What follows belongs to an exercise in optimizing a design on an open flow for small area; a production flow would make more cautious choices.
In this exercise RTL edits were held to simulation tests only and were not proved equivalent to the original.

## cordic_pipelined
module cordic_pipelined(clk, z0, xn, yn);
  input clk;
  input signed [12:0] z0;
  output [17:0] xn, yn;
  wire signed [12:0] za = z0;
  wire pos_big = za > 13'sh5A0;
  wire neg_big = za < -13'sh5A0;
  wire flip_in = pos_big | neg_big;
  wire d0_c0 = pos_big ? (za < 13'shB40) : neg_big ? (za < -13'shB40) : za[12];
  reg [10:0] k1;
  always @(*) begin
    case ({pos_big, neg_big, d0_c0})
      3'b100: k1 = 11'h1f0;
      3'b101: k1 = 11'h790;
      3'b010: k1 = 11'h070;
      3'b011: k1 = 11'h610;
      3'b001: k1 = 11'h2d0;
      default: k1 = 11'h530;
    endcase
  end
  wire [10:0] z1_c0 = za[10:0] + k1;
  reg f_r1, d0_r1; reg [10:0] z1_r1;
  always @(posedge clk) begin f_r1 <= flip_in; d0_r1 <= d0_c0; z1_r1 <= z1_c0; end
  wire signed [10:0] z1s = z1_r1;
  wire d1_c1 = z1_r1[10];
  wire d2_c1 = d1_c1 ? (z1s < -11'sh1A9) : (z1s < 11'sh1A9);
  reg [8:0] k2;
  always @(*) begin
    case ({d1_c1, d2_c1})
      2'b00: k2 = 9'h177;
      2'b01: k2 = 9'h137;
      2'b10: k2 = 9'h0c9;
      default: k2 = 9'h089;
    endcase
  end
  wire [8:0] z3_c1 = z1_r1[8:0] + k2;
  reg f_r2; reg [2:0] d_r2; reg [8:0] z3_r2;
  always @(posedge clk) begin f_r2 <= f_r1; d_r2 <= {d2_c1, d1_c1, d0_r1}; z3_r2 <= z3_c1; end
  wire signed [8:0] z3s = z3_r2;
  wire d3_c2 = z3_r2[8];
  wire d4_c2 = d3_c2 ? (z3s < -9'sh072) : (z3s < 9'sh072);
  wire d5_c2 = ({d3_c2, d4_c2} == 2'b00) ? (z3s < 9'sd171) :
               ({d3_c2, d4_c2} == 2'b01) ? (z3s < 9'sd57) :
  ...
Size in the first run: about 1,300 cells after synthesis, roughly 270 flip-flops, about 15,000 um^2 of cells after synthesis.
export LEC_CHECK = 0
export CAP_MARGIN = 20
export CORE_MARGIN = 2
export CORE_UTILIZATION = 40
export CTS_BUF_LIST = sky130_fd_sc_hd__clkbuf_8
export CTS_CLUSTER_DIAMETER = 100
export CTS_CLUSTER_SIZE = 20
export SLEW_MARGIN = 20
export SYNTH_HIERARCHICAL = 1
create_clock -name core_clock -period 5.0 [get_ports {clk}]
standard.sh (not shown) runs the stock make flow with config.mk's settings and CLKGATE_MAP_FILE= SYNTH_SCRIPT=/design/flow/synth_recipe.tcl, a recipe that flattens the netlist after the stock synthesis.
==> flow/flow/run.sh <==
#!/bin/bash
# The standard layout (standard.sh: ORFS synthesis through finish, unchanged),
# except that the input/output port buffers are made from the smallest buffer cell.
cp standard.sh standard_sh.txt
export BUFFER_PORTS_ARGS="-buffer_cell sky130_fd_sc_hd__buf_1"
bash standard.sh > standard.log 2>&1
The baseline went through all stages and came out clean.
Then changed:
--- a/flow/flow/run.sh
+++ b/flow/flow/run.sh
@@ -4,3 +4,4 @@
 cp standard.sh standard_sh.txt
 export BUFFER_PORTS_ARGS="-buffer_cell sky130_fd_sc_hd__buf_1"
+export REMOVE_ABC_BUFFERS=1
 bash standard.sh > standard.log 2>&1
Settings changed: CORE_UTILIZATION 40 to 60, CTS_CLUSTER_SIZE 20 to 18.
=> The changed run passed the timing, design-rule and antenna checks; design area is lower by 1.5%; clock skew increases by 0.022 ns; flip-flop and latch count stays the same; utilization is higher by 21 points; cell count went down by 8.1%.
Then changed:
==> flow/flow/run.sh (replaced) <==
#!/bin/bash
# The standard layout (standard.sh: ORFS synthesis through finish, unchanged), except:
#  - the input/output port buffers are made from the smallest buffer cell,
#  - buffers that synthesis inserted are removed at floorplan (repair re-buffers where needed),
#  - after global routing, gates on paths with positive slack are downsized (RECOVER_POWER).
cp standard.sh standard_sh.txt
export BUFFER_PORTS_ARGS="-buffer_cell sky130_fd_sc_hd__buf_1"
export REMOVE_ABC_BUFFERS=1
export RECOVER_POWER=100
bash standard.sh > standard.log 2>&1
Effect: The changed run finished with capacitance limit, slew limit left; maximum frequency is about the same; global-route usage stays the same; die area does not change.

== lane 1 ==
Another version of the RTL of cordic_pipelined (not shown whole).
Size in the first run: roughly 1200 cells after synthesis, about 290 flip-flops, roughly 50 I/O pins, roughly 15000 sq um of cells after synthesis.
Design cordic_pipelined, start of the top module:
module cordic_pipelined(clk, z0, xn, yn);
  input clk;
  input signed [12:0] z0;
  output [17:0] xn, yn;
  wire signed [12:0] za = z0;
  wire pos_big = za > 13'sh5A0;
  wire neg_big = za < -13'sh5A0;
  wire flip_in = pos_big | neg_big;
  wire d0_c0 = pos_big ? (za < 13'shB40) : neg_big ? (za < -13'shB40) : za[12];
  reg [10:0] k1;
  always @(*) begin
    case ({pos_big, neg_big, d0_c0})
      3'b100: k1 = 11'h1f0;
      3'b101: k1 = 11'h790;
      3'b010: k1 = 11'h070;
      3'b011: k1 = 11'h610;
      3'b001: k1 = 11'h2d0;
      default: k1 = 11'h530;
    endcase
  end
  wire [10:0] z1_c0 = za[10:0] + k1;
  reg f_r1, d0_r1; reg [10:0] z1_r1;
  always @(posedge clk) begin f_r1 <= flip_in; d0_r1 <= d0_c0; z1_r1 <= z1_c0; end
  wire signed [10:0] z1s = z1_r1;
  wire d1_c1 = z1_r1[10];
  wire d2_c1 = d1_c1 ? (z1s < -11'sh1A9) : (z1s < 11'sh1A9);
  reg [8:0] k2;
  always @(*) begin
    case ({d1_c1, d2_c1})
      2'b00: k2 = 9'h177;
      2'b01: k2 = 9'h137;
      2'b10: k2 = 9'h0c9;
      default: k2 = 9'h089;
    endcase
  end
  wire [8:0] z3_c1 = z1_r1[8:0] + k2;
  reg f_r2; reg [2:0] d_r2; reg [8:0] z3_r2;
  always @(posedge clk) begin f_r2 <= f_r1; d_r2 <= {d2_c1, d1_c1, d0_r1}; z3_r2 <= z3_c1; end
  wire signed [8:0] z3s = z3_r2;
  wire d3_c2 = z3_r2[8];
  wire d4_c2 = d3_c2 ? (z3s < -9'sh072) : (z3s < 9'sh072);
  wire d5_c2 = ({d3_c2, d4_c2} == 2'b00) ? (z3s < 9'sd171) :
               ({d3_c2, d4_c2} == 2'b01) ? (z3s < 9'sd57) :
               ({d3_c2, d4_c2} == 2'b10) ? (z3s < -9'sd57) : (z3s < -9'sd171);
  reg [5:0] k3;
  always @(*) begin
    case ({d3_c2, d4_c2, d5_c2})
      3'b000: k3 = 6'h39;
      3'b001: k3 = 6'h31;
      3'b010: k3 = 6'h2b;
      3'b011: k3 = 6'h23;
  ...
export LEC_CHECK = 0
export CAP_MARGIN = 20
export CORE_MARGIN = 2
export CORE_UTILIZATION = 60
export CTS_BUF_LIST = sky130_fd_sc_hd__clkbuf_4
export CTS_CLUSTER_DIAMETER = 60
export CTS_CLUSTER_SIZE = 10
export SLEW_MARGIN = 20
export SYNTH_HIERARCHICAL = 1
create_clock -name core_clock -period 5.0 [get_ports {clk}]
==> flow/flow/run.sh <==
#!/bin/bash
# The standard layout (standard.sh: ORFS synthesis through finish, unchanged),
# except that the input/output port buffers are made from the smallest buffer cell.
cp standard.sh standard_sh.txt
export BUFFER_PORTS_ARGS="-buffer_cell sky130_fd_sc_hd__buf_1"
bash standard.sh > standard.log 2>&1
What lane 2 does differently from lane 1 at the input level:
Settings: CTS_CLUSTER_DIAMETER now 100, was 60; CTS_BUF_LIST now sky130_fd_sc_hd__clkbuf_8, was sky130_fd_sc_hd__clkbuf_4; CTS_CLUSTER_SIZE now 18, was 10.
==> comparison <==
- Lane 2 ends up with a met3 capacity usage during global routing that is 0.91 points lower than in lane 1.
- Lane 2 against lane 1: slew of the pin with the lowest slew margin now sits lower, critical path's largest stage delay down 20 ps.
- Lane 1 has higher antenna diode count than lane 2.
- The final reports for lane 2 and lane 1 show routed length on met1 higher in the former.
- Lower global-route usage over all layers among lane 2 and lane 1: lane 2
- Number of violations reported at the end of detailed-routing iteration 0 in lane 2 is 13 lower than in lane 1
- Minimum setup slack in the final design for lane 2: 17 ps down relative to lane 1
> inputs changed (lane 2 -> lane 3)
==> flow/flow/run.sh <==
#!/bin/bash
# The standard layout (standard.sh: ORFS from synthesis through finish), with two changes:
#  - the input/output port buffers are made from the smallest buffer cell;
#  - synthesis maps the logic with an area-oriented ABC script (flow/abc_area_map.script)
#    in place of ORFS's abc_speed.script. Everything else in synthesis is ORFS's own
#    (run from a copy of ORFS's scripts folder in which only that one file differs).
set -e
rm -rf orfs_scripts
cp -r "$FLOW_HOME/scripts" orfs_scripts
cp flow/abc_area_map.script orfs_scripts/abc_speed.script
export SCRIPTS_DIR="$PWD/orfs_scripts"
export BUFFER_PORTS_ARGS="-buffer_cell sky130_fd_sc_hd__buf_1"
cp standard.sh standard_sh.txt
bash standard.sh > standard.log 2>&1
==> flow/flow/abc_area_map.script (new file) <==
strash
dch
map -a
strash
dch
map -a
topo
stime -c
buffer -c
upsize -c
dnsize -c
--- outcome ---
- Per the comparison of lane 3 with lane 2, fmax higher, remaining antenna violation count after routing ~0 delta, slew at the pin with the worst max-slew slack down 61 ps, register-to-register slack went up, worst setup margin saw an increase.
- Looking only at first-pass GRT wire length, and setting everything else aside, the higher value of lane 2 and lane 3 goes to lane 3.
- Headroom to the max-slew limit for lane 3: 4.3 points up relative to lane 2
- Lane 3 against lane 2: via count did not really move; width of the chip went down; synthesized area went down.
Input changes introduced in lane 4 (baseline for comparison: lane 3):
Settings: GPL_ROUTABILITY_DRIVEN: unset -> 0.
==> flow/flow/run.sh <==
#!/bin/bash
# The standard layout (standard.sh: ORFS synthesis through finish, unchanged),
# except that the input/output port buffers are made from the smallest buffer cell.
cp standard.sh standard_sh.txt
export BUFFER_PORTS_ARGS="-buffer_cell sky130_fd_sc_hd__buf_1"
bash standard.sh > standard.log 2>&1
removed: flow/flow/abc_area_map.script
The cell area after placement reported for lane 4 is greater than that of lane 3 by about 1.7%. Lane 4 completed end to end with timing, DRC and antenna clean. Least setup slack across all paths after layout: lane 4 vs lane 3 down 39 ps. In the flow results for lane 4 and lane 3, the number of cell instances on the worst register-to-register path is larger on lane 4. Lane 4 vs. lane 3: data required time at the worst endpoint went down by 1410 ps. Lane 4 and lane 3 ended up with nearly the same clock insertion delay at the later pin of the skew report. Comparing fraction of the yosys area taken by sequential cells for lane 4 and lane 3, the bigger number came from lane 3. In the tables for lane 4 and lane 3, met1 wire length reads lower with lane 4. Lane 4 — path length in cells of the critical path 2 lower, lane 3 as reference. Growth of design area from synthesis to finish: higher on lane 3.
The inputs of lane 5 differ from those of lane 4 as listed below.
Settings: swapping sky130_fd_sc_hd__clkbuf_8 for sky130_fd_sc_hd__clkbuf_16 in CTS_BUF_LIST; swapping 18 for 30 in CTS_CLUSTER_SIZE; clearing GPL_ROUTABILITY_DRIVEN, which used to be 0.
Results
The maximum achievable frequency was comparable across lane 4 and lane 5.
Lane 4 -> lane 5: compound-cell area share of the yosys netlist delta 0, exact match
[lane 5 vs lane 4] average routed wire per standard cell: higher in lane 5
From lane 4 to lane 5 the numbers moved as follows: number of placed cells counting well taps has remained practically unchanged, final worst-path setup slack essentially unchanged, placement-stage worst setup slack went up by 19 ps.
Total detailed-routing wirelength (lower): lane 4
The higher post-detailed-route via-to-cell ratio of lane 4 and lane 5 is in lane 5.
Clock buffer count, lane 4 and lane 5: higher on lane 4
Lane 4 and lane 5 ended up with roughly the same shortest clock period the worst path allows after layout.

==> port drivers added, routing unchanged <==
How much do the figures lean on ideal ports? The routed layouts below were timed once more, with nothing changed but the port constraints. Step 1 assumes that a clkbuf_16 drives the clock port and a buf_2 every other input. Step 2 adds t to the input delays and takes it off the output delays; t is the mean of the earliest and latest rising clock arrival at the registers after step 1. Input paths then give back, and output paths get back, about the clock's delay inside the block. Slacks: ideal ports / drivers / drivers and shift; pairs: ideal ports / drivers.
run	t (ns)	slack for setup (ns)	worst slew at a driven data input, ns
the first run of note 1	0.581	0.140 / 0.132 / 0.140	0.04
the second run of note 1	0.578	0.145 / 0.145 / 0.145	0.03
the third run of note 1	0.577	0.144 / 0.144 / 0.144	0.03
lane 1	0.645	0.160 / 0.154 / 0.160	0.03
lane 2	0.583	0.144 / 0.107 / 0.144	0.03
lane 3	0.567	0.171 / 0.171 / 0.171	0.03
lane 4	0.562	0.132 / 0.087 / 0.159	0.03
lane 5	0.538	0.134 / 0.086 / 0.166	0.03
